Background: an optimization exercise with open tools, aiming at small area. Do not read the settings as production practice. In this exercise RTL edits were held to simulation tests only and were not proved equivalent to the original. Power and IR drop assume default switching activity.

## delta
==> flow/design.v (excerpt) <==
module subbytes#(
    parameter SBOX_WIDTH = 8,
    parameter SBOX_DEPTH = 256,
    parameter DATA_WIDTH = 16
)(
    input clk,
    input reset_n,
    input sbox_valid,
    input [SBOX_WIDTH-1:0] sbox_out,
    input tvalid,
    input [DATA_WIDTH-1:0] in,
    output reg valid,
    output reg [DATA_WIDTH-1:0] out
);
Settings: LEC_CHECK=0, CAP_MARGIN=35, CELL_PAD_IN_SITES_DETAIL_PLACEMENT=1, CELL_PAD_IN_SITES_GLOBAL_PLACEMENT=2, CORE_MARGIN=2, CORE_UTILIZATION=45, CTS_CLUSTER_DIAMETER=70, CTS_CLUSTER_SIZE=22, PLACE_DENSITY=0.55, SLEW_MARGIN=30, SYNTH_HIERARCHICAL=1; clock period 10.0 ns.
run.sh (not shown) runs the stock make flow with config.mk's settings and CLKGATE_MAP_FILE= SYNTH_SCRIPT=/design/flow/synth_recipe.tcl, a recipe that flattens the netlist after the stock synthesis.
Per the final summary, delta finished and its layout is clean on timing, DRC and antenna.
Edits applied to the flow inputs when going from delta to yarrow:
Settings: removing CTS_CLUSTER_SIZE (formerly 22); removing CELL_PAD_IN_SITES_GLOBAL_PLACEMENT (formerly 2); changing CORE_UTILIZATION from 45 to 40; changing PLACE_DENSITY from 0.55 to 0.5; removing CTS_CLUSTER_DIAMETER (formerly 70); removing CELL_PAD_IN_SITES_DETAIL_PLACEMENT (formerly 1).
### Flow results
The layout from yarrow, despite a flow that completed every stage, fails the layout checks, with the failing checks listed as max-capacitance violations, max-slew violations. [compare] base=delta new=yarrow: internal cell power up about 14%; total inserted antenna cells down 16; total chip power up about 12%. A endpoint of the most critical setup path of out[14] is what delta shows, while out[9] belongs to yarrow. delta → yarrow: signed area change from the synthesized netlist to the final layout increased by 5.1 points relative to the old numbers, actual transition at the worst max-transition pin now larger, maximum cell stage delay along the critical path climbed 0.20 ns. Wire: yarrow routes more than delta. nand4_1 as the slowest cell on the critical path was reported by delta, and nor4_2 by yarrow. Against delta, yarrow reports a aggregate global-route resource usage that is lower. Per the comparison of yarrow with delta, global-route wire length before repair went up 1.7%; via count of the first global-routing pass went down 2,341; fraction of area in multi-input gates went down 1.4 points.
Input-level comparison between quartz and yarrow:
Settings: putting CTS_CLUSTER_SIZE at 20 where nothing was set; putting CTS_CLUSTER_DIAMETER at 60 where nothing was set.
==> comparison <==
quartz did not stop at any stage, and its layout met the timing, DRC and antenna checks.
When quartz is measured against yarrow, its worst endpoint required time turns out 0.03 ns lower.
Between quartz and yarrow, it is quartz whose final core utilization is lower, by 1.3 points.
Cmp yarrow and quartz / sequential share of layout area / lower: yarrow
In the tables for yarrow and quartz, area growth from synthesis to layout reads lower with quartz.
Between quartz and yarrow, it is quartz whose vias after detailed routing is lower, by 232.
In the reports for yarrow and quartz, the larger clock-pin slew on the worst setup and hold paths belongs to quartz.
Number of cells traversed by the worst hold path: quartz vs yarrow identical
Changes observed in quartz relative to yarrow: worst vdd rail ir drop saw a decrease; detailed-route wire length on metal 1 has remained practically unchanged; total routed wirelength saw little to no change.
Edits applied to the flow inputs when going from quartz to zinc:
Settings: CORE_UTILIZATION now 50, was 40; CELL_PAD_IN_SITES_GLOBAL_PLACEMENT now 2, previously not set; PLACE_DENSITY now 0.6, was 0.5; CTS_CLUSTER_DIAMETER now 70, was 60; CTS_CLUSTER_SIZE now 22, was 20; CELL_PAD_IN_SITES_DETAIL_PLACEMENT now 1, previously not set.
### Flow results
zinc did not stop at any stage, and its layout met the timing, DRC and antenna checks.
quartz ran to completion and came out clean on the timing, DRC and antenna checks.
A critical path's slowest cell of nand4_1 is what zinc shows, while nor4_2 belongs to quartz.
Net count of the finished layout went down slightly going from quartz to zinc.
Core occupancy in the finished layout ended up 11 points higher on zinc than on quartz.
Changes observed in zinc relative to quartz: number of tap cells inserted moved down, synthesized cell count did not really move, number of flops mapped to enable cells by yosys barely changed, power moved down, insertion delay to the later sink of the worst-skew pair down 0.03 ns.
Fill cell total of the finished layout: higher on quartz

[separate check: timing with driven ports]
How much do the figures lean on ideal ports? The routed layouts below were timed once more, with nothing changed but the port constraints.
Step 1: set_driving_cell puts a clkbuf_16 on clk and a buf_2 on each other input, an assumption about the parent block.
Step 2 moves the port delays by t, midway between the first and last clock arrival at a register: inputs arrive t later, outputs are due t later. That takes back most of the time a late clock gives input paths.
Slacks: ideal ports / drivers / drivers and shift; pairs: ideal ports / drivers.
run | t, ns | setup WS [ns] | worst setup path at the end
delta | 0.929 | 1.299 / 1.375 / 0.445 | input to register
yarrow | 0.990 | 0.980 / 1.048 / 0.058 | input to register
quartz | 0.961 | 0.861 / 0.926 / -0.035 | input to register
zinc | 0.932 | 1.409 / 1.477 / 0.544 | input to register
Met with ideal ports but missed after step 2: setup timing in quartz. The setup slack of yarrow, which loses most, moves by +0.068 ns with the drivers and by -0.922 ns with both steps.
